Background: an optimization exercise with open tools, aiming at a short achievable clock period and few clock cycles. Do not read the settings as production practice. In this exercise RTL edits were held to simulation tests only and were not proved equivalent to the original. No activity file was given, so power comes from the tool's default toggle rates.

## design/flow/design.v

```verilog
module DFFe_16(input clk, input en, input [15:0] D, output reg[15:0] Q);
  always @(posedge clk) begin
    if (en) begin
      Q <= D;
    end
  end
endmodule
module DFFe_3(input clk, input en, input [2:0] D, output reg [2:0]Q);
  always @(posedge clk) begin
    if (en) begin
      Q <= D;
    end
  end
endmodule
module DFFe_8(input clk, input en, input [7:0] D, output reg [7:0]Q);
  always @(posedge clk) begin
    if (en) begin
      Q <= D;
    end
  end
endmodule
module mux_16(input [15:0] option_1, input [15:0] option_2, input selection, output reg[15:0] out);
   always @(*) begin  
   case(selection) 
        1'b0: out <= option_2;
        1'b1: out <= option_1;
        default: out <= 16'bx;
   endcase
  end
endmodule
module mux_8(input [7:0] option_1, input [7:0] option_2, input selection, output reg[7:0] out);
   always @(*) begin  
   case(selection) 
        1'b0: out <= option_2;
        1'b1: out <= option_1;
        default: out <= 8'bx;
   endcase
  end
endmodule
module mux_writeback(input [15:0] option_1, input [15:0] option_2, input [15:0] option_3, input [15:0] option_4, input [1:0] selection, output reg [15:0] out);
 always @(*) begin  
   case(selection) 
        2'b00: out <= option_1;
        2'b01: out <= option_2;
        2'b10: out <= option_3;
        2'b11: out <= option_4;
        default: out <= 16'bx;
   endcase
  end
endmodule
module regfile(input logic clk, input logic [15:0] w_data, input logic [2:0] w_addr, input logic w_en, input logic [2:0] r_addr, output logic [15:0] r_data);
    logic [15:0] m[0:7];
    assign r_data = m[r_addr];
    always_ff @(posedge clk) if (w_en) m[w_addr] <= w_data;
endmodule
module shifter( input [15:0] shift_in, input [1:0] shift_op, output [15:0] shift_out);
  reg signed [15:0] shift_out_reg;
  reg signed [15:0] shift_in_reg;
  assign shift_out = shift_out_reg;
always_comb begin
  if (shift_op == 2'b00) begin
    shift_in_reg = shift_in;
    shift_out_reg = shift_in;
  end 
  else if (shift_op == 2'b01) begin
    shift_in_reg = shift_in;
    shift_out_reg = shift_in << 1;
  end
  else if (shift_op == 2'b10) begin
    shift_in_reg = shift_in;
    shift_out_reg = shift_in >> 1;
  end
  else if (shift_op == 2'b11) begin
    shift_in_reg = shift_in;
    shift_out_reg = shift_in_reg >>> 1;
  end
  else begin
    shift_out_reg = 16'bx;
    shift_in_reg = 16'bx;
  end
end
endmodule
module ALU(input [15:0] val_A, input [15:0] val_B, input [1:0] ALU_op, output [15:0] ALU_out, output [2:0] Z);
  reg signed [15:0] ALU_out_reg;
  reg signed [15:0] val_B_reg;
  reg signed [15:0] val_A_reg;
  reg [2:0] Z_reg;
  assign ALU_out = ALU_out_reg;
  assign Z = Z_reg;
 always_comb begin
    ALU_out_reg = 16'bx;
     val_B_reg = ~val_B + 1'b1;
  if (ALU_op == 2'b00) begin
    ALU_out_reg = val_A + val_B;
  end 
  else if (ALU_op == 2'b01) begin
    ALU_out_reg = val_A + val_B_reg;
  end
  else if (ALU_op == 2'b10) begin
   ALU_out_reg = val_A & val_B;
  end
  else if (ALU_op == 2'b11) begin
    ALU_out_reg = ~val_B;
  end
  else begin
    ALU_out_reg = 16'bx;
  end
end
always_comb begin
  Z_reg[2] = (ALU_out_reg == 16'b0);
  Z_reg[1] = ALU_out_reg[15];
  Z_reg[0] = (val_A[15] != val_B[15]) && (ALU_out_reg[15] != val_A[15]);
end
endmodule
module idecoder(input [15:0] ir, input [1:0] reg_sel,
                output [2:0] opcode, output [1:0] ALU_op, output [1:0] shift_op,
		output [15:0] sximm5, output [15:0] sximm8,
                output [2:0] r_addr, output [2:0] w_addr);
        reg [2:0] out;
        assign opcode = ir[15:13];
        assign ALU_op = ir[12:11];
        assign shift_op = (ir[15:13] == 3'b011 || ir[15:13] == 3'b100) ? 2'b00 : ir[4:3];  
        mux_3 regselmux(ir[10:8], ir[7:5], ir[2:0], reg_sel, out);
        assign r_addr = out;
        assign w_addr = out;
        assign sximm5 = {{11{ir[4]}},ir[4:0]};
        assign sximm8 = {{8{ir[7]}},ir[7:0]};
endmodule
module mux_3(input wire [2:0] Rn_in, input wire [2:0] Rd_in, input wire [2:0] Rm_in, input wire [1:0] selection_FSM, output reg [2:0] out);
  always @(*) begin  
   case(selection_FSM) 
        2'b00: out <= Rm_in;
        2'b01: out <= Rd_in;
        2'b10: out <= Rn_in;
        default: out <= 3'bx;
   endcase
  end
endmodule
module datapath(input clk, input [15:0] mdata, input [7:0] pc, input [1:0] wb_sel,
                input [2:0] w_addr, input w_en, input [2:0] r_addr, input en_A,
                input en_B, input [1:0] shift_op, input sel_A, input sel_B,
                input [1:0] ALU_op, input en_C, input en_status,
		            input [15:0] sximm8, input [15:0] sximm5,
                output [15:0] datapath_out, output [15:0] out,output Z_out, output N_out, output V_out);
  reg [15:0] w_data;
  reg [15:0] shift_in;
  reg [15:0] val_A;
  reg [15:0] val_B;
  assign out = datapath_out;
  reg [15:0] r_data;
  reg [15:0] shift_out;
  reg [15:0] ALU_out;
  reg [2:0] Z;
  wire [15:0] A_out; 
  DFFe_16 A(clk, en_A, r_data, A_out);
  DFFe_16 B(clk, en_B, r_data, shift_in);
  DFFe_16 C(clk, en_C, ALU_out, datapath_out);
  DFFe_3 status(clk, en_status, Z, {Z_out,N_out,V_out});
  mux_16 a_select(16'b0, A_out, sel_A, val_A);
  mux_16 b_select(sximm5, shift_out, sel_B, val_B);
  mux_writeback writeback(datapath_out, {8'b0,pc}, sximm8, mdata, wb_sel, w_data); 
  regfile U0(clk, w_data, w_addr, w_en, r_addr, r_data); 
  shifter U1(shift_in, shift_op, shift_out);
  ALU U2(val_A, val_B, ALU_op, ALU_out, Z);
endmodule
module controller7(input clk, input rst_n,
                  input [2:0] opcode, input [1:0] ALU_op, input [1:0] shift_op,
                  output waiting,
                  output [1:0] reg_sel, output [1:0] wb_sel, output w_en,
                  output en_A, output en_B, output en_C, output en_status,
                  output sel_A, output sel_B,
                  output load_ir, output load_addr, output sel_addr, output load_pc, output clear_pc,
                  output ram_w_en);
  localparam [4:0] S_RST     = 5'd0,
                   S_IF1     = 5'd1,    
                   S_IF2     = 5'd2,    
                   S_DEC     = 5'd3,
                   S_MOVI    = 5'd4,
                   S_LA      = 5'd5,
                   S_LB      = 5'd6,
                   S_ALU     = 5'd7,
                   S_CMP     = 5'd8,
                   S_WB      = 5'd9,
                   S_ADDR    = 5'd10,   
                   S_DAR     = 5'd11,   
                   S_LDR1    = 5'd12,   
                   S_LDR2    = 5'd13,   
                   S_STR1    = 5'd14,   
                   S_STR2    = 5'd15,   
                   S_STR3    = 5'd16,   
                   S_HALT    = 5'd17;
  reg [4:0] State;
  reg [4:0] NextState;
  wire is_movi = (opcode == 3'b110) && (ALU_op == 2'b10);
  wire is_movr = (opcode == 3'b110) && (ALU_op == 2'b00);
  wire is_alu  = (opcode == 3'b101);
  wire is_ldr  = (opcode == 3'b011);
  wire is_str  = (opcode == 3'b100);
  always @(*) begin
    case (State)
      S_RST:  NextState = S_IF1;
      S_IF1:  NextState = S_IF2;
      S_IF2:  NextState = S_DEC;
      S_DEC: begin
        if (is_movi)                              NextState = S_MOVI;
        else if (is_movr || (is_alu && ALU_op == 2'b11)) NextState = S_LB;
        else if (is_alu || is_ldr || is_str)      NextState = S_LA;
        else                                      NextState = S_HALT;
      end
      S_MOVI: NextState = S_IF1;
      S_LA:   NextState = (is_ldr || is_str) ? S_ADDR : S_LB;
      S_LB:   NextState = (is_alu && ALU_op == 2'b01) ? S_CMP : S_ALU;
      S_ALU:  NextState = S_WB;
      S_CMP:  NextState = S_IF1;
      S_WB:   NextState = S_IF1;
      S_ADDR: NextState = S_DAR;
      S_DAR:  NextState = is_ldr ? S_LDR1 : S_STR1;
      S_LDR1: NextState = S_LDR2;
      S_LDR2: NextState = S_IF1;
      S_STR1: NextState = S_STR2;
      S_STR2: NextState = S_STR3;
      S_STR3: NextState = S_IF1;
      default: NextState = S_HALT;
    endcase
  end
  always_ff @(posedge clk) begin
    if (~rst_n) State <= S_RST;
    else        State <= NextState;
  end
  assign waiting   = (State == S_HALT);
  assign reg_sel   = (State == S_MOVI || State == S_LA) ? 2'b10 :
                     (State == S_WB || State == S_LDR2 || State == S_STR1) ? 2'b01 : 2'b00;
  assign wb_sel    = (State == S_MOVI) ? 2'b10 : (State == S_LDR2) ? 2'b11 : 2'b00;
  assign w_en      = (State == S_MOVI) || (State == S_WB) || (State == S_LDR2);
  assign en_A      = (State == S_LA);
  assign en_B      = (State == S_LB) || (State == S_STR1);
  assign en_C      = (State == S_ALU) || (State == S_ADDR) || (State == S_STR2);
  assign en_status = (State == S_CMP);
  assign sel_A     = (State == S_STR2) || (State == S_ALU && (is_movr || ALU_op == 2'b11));
  assign sel_B     = (State == S_ADDR);
  assign load_ir   = (State == S_IF2);
  assign load_addr = (State == S_DAR);
  assign sel_addr  = !(State == S_LDR1 || State == S_STR3);
  assign load_pc   = (State == S_RST) || (State == S_IF1);
  assign clear_pc  = (State == S_RST);
  assign ram_w_en  = (State == S_STR3);
endmodule
module cpu(input clk, input rst_n, input [7:0] start_pc, input [15:0] ram_r_data,
           output waiting, output [15:0] out, output [15:0] ram_w_data, output N, output V, output Z, output [7:0] ram_addr, output ram_w_en);
reg [15:0] ir;
reg [1:0] reg_sel;
reg [2:0] opcode;
reg [1:0] ALU_op;
reg [15:0] sximm5;
reg [15:0] sximm8;
reg [2:0] r_addr;
reg [2:0] w_addr;
reg [1:0] shift_op;
reg [1:0] wb_sel;
reg w_en;
reg en_A;
reg en_B;
reg en_C;
reg en_status;
reg sel_A;
reg sel_B;
reg [15:0] mdata;
reg [7:0] pc;
reg load_ir;
reg sel_addr;
reg load_pc;
reg clear_pc;
reg [15:0] datapath_out;
reg load_addr;
reg [7:0] data_addr;
reg [7:0] next_pc;
reg [7:0] pc_addr;
assign ram_w_data = datapath_out;
idecoder U0(ir, reg_sel, 
            opcode, ALU_op, shift_op, sximm5, sximm8, r_addr, w_addr);
controller7 U1(clk, rst_n, opcode, ALU_op, shift_op,
              waiting, reg_sel, wb_sel, w_en, en_A, en_B, en_C, en_status, sel_A, sel_B,
              load_ir, load_addr, sel_addr, load_pc, clear_pc, ram_w_en);
datapath U2( clk, ram_r_data, pc, wb_sel, w_addr,  w_en, r_addr,  en_A, en_B, shift_op, sel_A, sel_B, ALU_op, en_C, en_status, sximm8, sximm5,
            datapath_out, out, Z, N, V);
DFFe_16 inst_reg(clk, load_ir, ram_r_data, ir);
DFFe_8 DAR(clk, load_addr, datapath_out[7:0], data_addr);
DFFe_8 PC(clk, load_pc, next_pc, pc);
mux_8 PC_control(start_pc, {pc + 1'b1}, clear_pc, next_pc);
mux_8 ram_AddrControl(pc, data_addr, sel_addr, ram_addr);
endmodule
```

## design/flow/run.sh

```bash
#!/bin/bash
# synth_recipe.tcl (not shown) runs the flow's synth.tcl, then flattens the netlist and writes it again
# the make line also repeats each setting of config.mk as NAME=value (left out here)
make -C /OpenROAD-flow-scripts/flow DESIGN_CONFIG=/design/flow/config.mk WORK_HOME=/design/flow/orfs CLKGATE_MAP_FILE= SYNTH_SCRIPT=/design/flow/synth_recipe.tcl finish
```

## design/flow/config.mk

```make
export PLATFORM = sky130hd
export DESIGN_NAME = cpu
export DESIGN_NICKNAME = cpu
export VERILOG_FILES = /design/flow/design.v
export SDC_FILE = /design/flow/constraint.sdc
export NUM_CORES = 4
export LEC_CHECK = 0
export CAP_MARGIN = 20
export CORE_MARGIN = 2
export CORE_UTILIZATION = 40
export PLACE_DENSITY = 0.6
export SLEW_MARGIN = 20
```

## design/flow/constraint.sdc

```tcl
create_clock -name core_clock -period 5.5 [get_ports {clk}]
set_input_delay 1.1000 -clock core_clock [delete_from_list [all_inputs] [get_ports {clk}]]
set_output_delay 1.1000 -clock core_clock [all_outputs]
set_load 0.01 [all_outputs]
```

==> run notes <==
Cells after Synth approximately 1100; DR vias/cell about 5.6; Final #Nets between 1000 and 1500; CTS tree yes; clk slew on worst S/H paths 0.06 ns; commonest non-fill, non-tap cell in the layout nand2_1; Slew headroom between 20% and 30%; largest net degree at the start of global routing 64; Placement Setup Slack around 0.42 ns; PortBufs 70; PostCTS Resize Cnt 0; critical path fanouts, max 14; Mapped Area about 12000 um^2; Setup TNS 0 ns; leakage approximately 0.0049 uW; Synth warnings 11; fin crit share ~90%; antenna violations before repair 0; required time of the critical path between 5 and 6 ns; worst-case clock skew between 0.01 and 0.015 ns; post-synthesis sequential area ratio ~55%; Starting DRT DRC Count 841; dpl hpwl between 20 and 25 mm; TritonRoute pass-1 iters 5; FFs w/ async S/R, synth 0%; Clk Latency, worst-skew pair between 0.5 and 0.6 ns; Storage cell area between 6000 and 7000 um^2; Power Dens Cells slightly above 300 nW/um^2; vias in the first global route 8381; critical path startpoint category register; die width approximately 180 um; worst hold stages 0; Die Ht 176 um; R2R depth 16; final critical-path required period roughly 5 ns; post-layout util roughly 47%; Max IR drop VDD 0.243 mV; CTS Hold Bufs 0; final wirelength approximately 31 mm; number of H-tree levels 1; ANT nets after route 0; Slew @ Worst Pin between 1 and 1.5 ns; P&R area growth vs syn 15.1%; row cnt between 60 and 70; slack of the critical path between 0.4 and 0.5 ns; Final Max Tran Viols 0; Post-route DRC 0; max capacitance violation total 0; core region area between 20000 and 30000 um^2; Root Buffer clkbuf_16; Post-synth EDFFs roughly 210; kind of critical path reg2reg; vias post-DR ~8900; drt wl/cell around 20 um; global-route wire length before repair a little under 50 mm; post-synthesis register bit count 216; TritonCTS Buffers 25; area of the multi-input gates slightly below 5000 um^2; GRT Total Usage 20.2%; Avg Inst Size Synth between 10 and 15 um^2; synth unique cells 87; ys flop type edfxtp_1; post-CTS setup buffers 0; Num Clock Sinks between 200 and 250; CP arrival 5.44 ns; Post-Syn Nets 1205; boundary pin count slightly above 70; antenna cells 0; Fin. Hold Viols 0; fillers roughly 2700; layout cell share with drive strength beyond 1 approximately 8.9%; die area about 30000 um^2; f_max slightly below 200 MHz; grt total ovfl 0; status complete, no violations; Initial Util 40.9%; Worst Hold Class reg2reg; Bufs on Longest Clock Path 3; endpoints failing setup 0; Placer Congestion 0.900; RSZ-0062 raised after global routing no; nature of the critical path endpoint register; most frequent cells in the layout 223 x nand2_1, 211 x edfxtp_1, 88 x nand3_1
[metrics by stage]
stage          power, uW  hold WS, ns  instance area [um^2]  instances
2_1_floorplan       2450        0.543                 11800       1147
3_3_place_gp        2690        0.593                 12900       1543
3_5_place_dp        2700        0.600                 12900       1543
4_1_cts             4210        0.607                 13600       1583
5_1_grt             4350        0.620                 13600       1583
6_report            4180        0.575                 13600       1583
[path summary, 6_finish.rpt]
| check | start | endpoint | slack, ns |
|---|---|---|---|
| setup / recovery | inst_reg.Q[13] | U2.status.Q[2] | 0.40 |
| hold / removal | U2.C.Q[1] | DAR.Q[1] | 0.58 |
| hold reg to reg | U2.C.Q[1] | DAR.Q[1] | 0.58 |
| setup reg to reg | inst_reg.Q[13] | U2.status.Q[2] | 0.40 |
[metal layers]
metal  vias to the layer above  track usage [%]  share of wire, %
li1                       4278                -                 -
met2                       277             34.5                49
met5                         -                0                 0
met4                         0             4.51               1.8
met3                        44             2.51               5.8
met1                      4307             27.4                44
[area by class of cell]
type	instances	area share, %
Tap cell	384	3.54
Timing Repair Buffer	100	6.81
Multi-Input combinational cell	806	35.9
Clock inverter	12	0.691
Inverter	37	1.02
Clock buffer	28	4.69
Sequential cell	216	47.4
[cells by family after synthesis]
group	count (synthesis)	synth area share (%)
AND/OR/NAND/NOR	499	20.5
AO/OA/AOI/OAI	240	13.8
flip-flops	216	54.5
buffers and inverters	125	4.68
adder cells (fa/ha/maj)	32	3.52
XOR/XNOR	18	1.34
multiplexers	17	1.65
[power by group]
| group | internal, uW | switching, uW |
|---|---|---|
| combinational | 311 | 430 |
| sequential | 1870 | 60.2 |
| clock | 871 | 643 |
[cell usage after synthesis, types with 8 or more instances]
cell      instances  area (um^2)
edfxtp_1        211         6340
nand3_1          88          440
nor2_1           48          180
nor2b_1          21          131
nor3_1           23          115
a31oi_1          14         87.6
buf_1             8         30.0
a22oi_1          13         97.6
buf_4            17          128
inv_1            37          139
nand2_1         224          841
o21a_1            9         67.6
ha_1             30          375
a21oi_1          40          200
clkbuf_1         57          214
mux2_2           10          113
nand2b_1         10         62.6
a221o_1          11          110
or3_1            10         62.6
xnor2_1          11         96.3
a211oi_1          8         60.1
and2_1           23          144
a21o_1            8         60.1
o21ai_0          64          320
[state kept, by name, summed over array words and instances (netlist names)]
| name | cells |
|---|---|
| DAR.Q | 8 |
| PC.Q | 8 |
| U2.U0.m | 128 |
| U2.status.Q | 3 |
| U2.B.Q | 16 |
| U2.A.Q | 16 |
| U1.State | 5 |
| inst_reg.Q | 16 |
| U2.C.Q | 16 |
[worst max-delay path, cell delays in order, from the launching register on]
cell and delay [ns]:
edfxtp_1 0.61, or3b_1 0.62, a41oi_1 0.28, nor2_1 0.05
o21ai_0 0.41, inv_1 0.21, ha_1 0.24, o21ba_2 0.24
o211ai_1 0.12, a31oi_1 0.31, o31ai_2 0.15, a211o_1 0.38
and4_4 0.21, a311o_1 0.29, nor4_2 0.37, o2111ai_1 0.19
nor4b_2 0.24
Testbench counts, summed over its fixed seeds: cycles 67,531.

==> port drivers added, routing unchanged <==
The results above use ideal ports. As a check the final layout listed here was re-extracted and re-timed, cells and wires unchanged.
Step 1: set_driving_cell puts a clkbuf_16 on clk and a buf_2 on each other input, an assumption about the parent block.
Step 2 adds t to the input delays and takes it off the output delays; t is the mean of the earliest and latest rising clock arrival at the registers after step 1. Input paths then give back, and output paths get back, about the clock's delay inside the block.
Slacks: ideal ports / drivers / drivers and shift; pairs: ideal ports / drivers.
shift t [ns]: 0.563
slack for setup (ns): 0.402 / 0.402 / 0.402
worst hold slack (ns): 0.575 / 0.575 / 0.575
clock arrival spread, ns: 0.012 / 0.012
pins driven straight from the clock port: 1
After both steps setup and hold are still met in this run. The setup slack of this run moves by 0.000 ns with the drivers and by 0.000 ns with both steps.
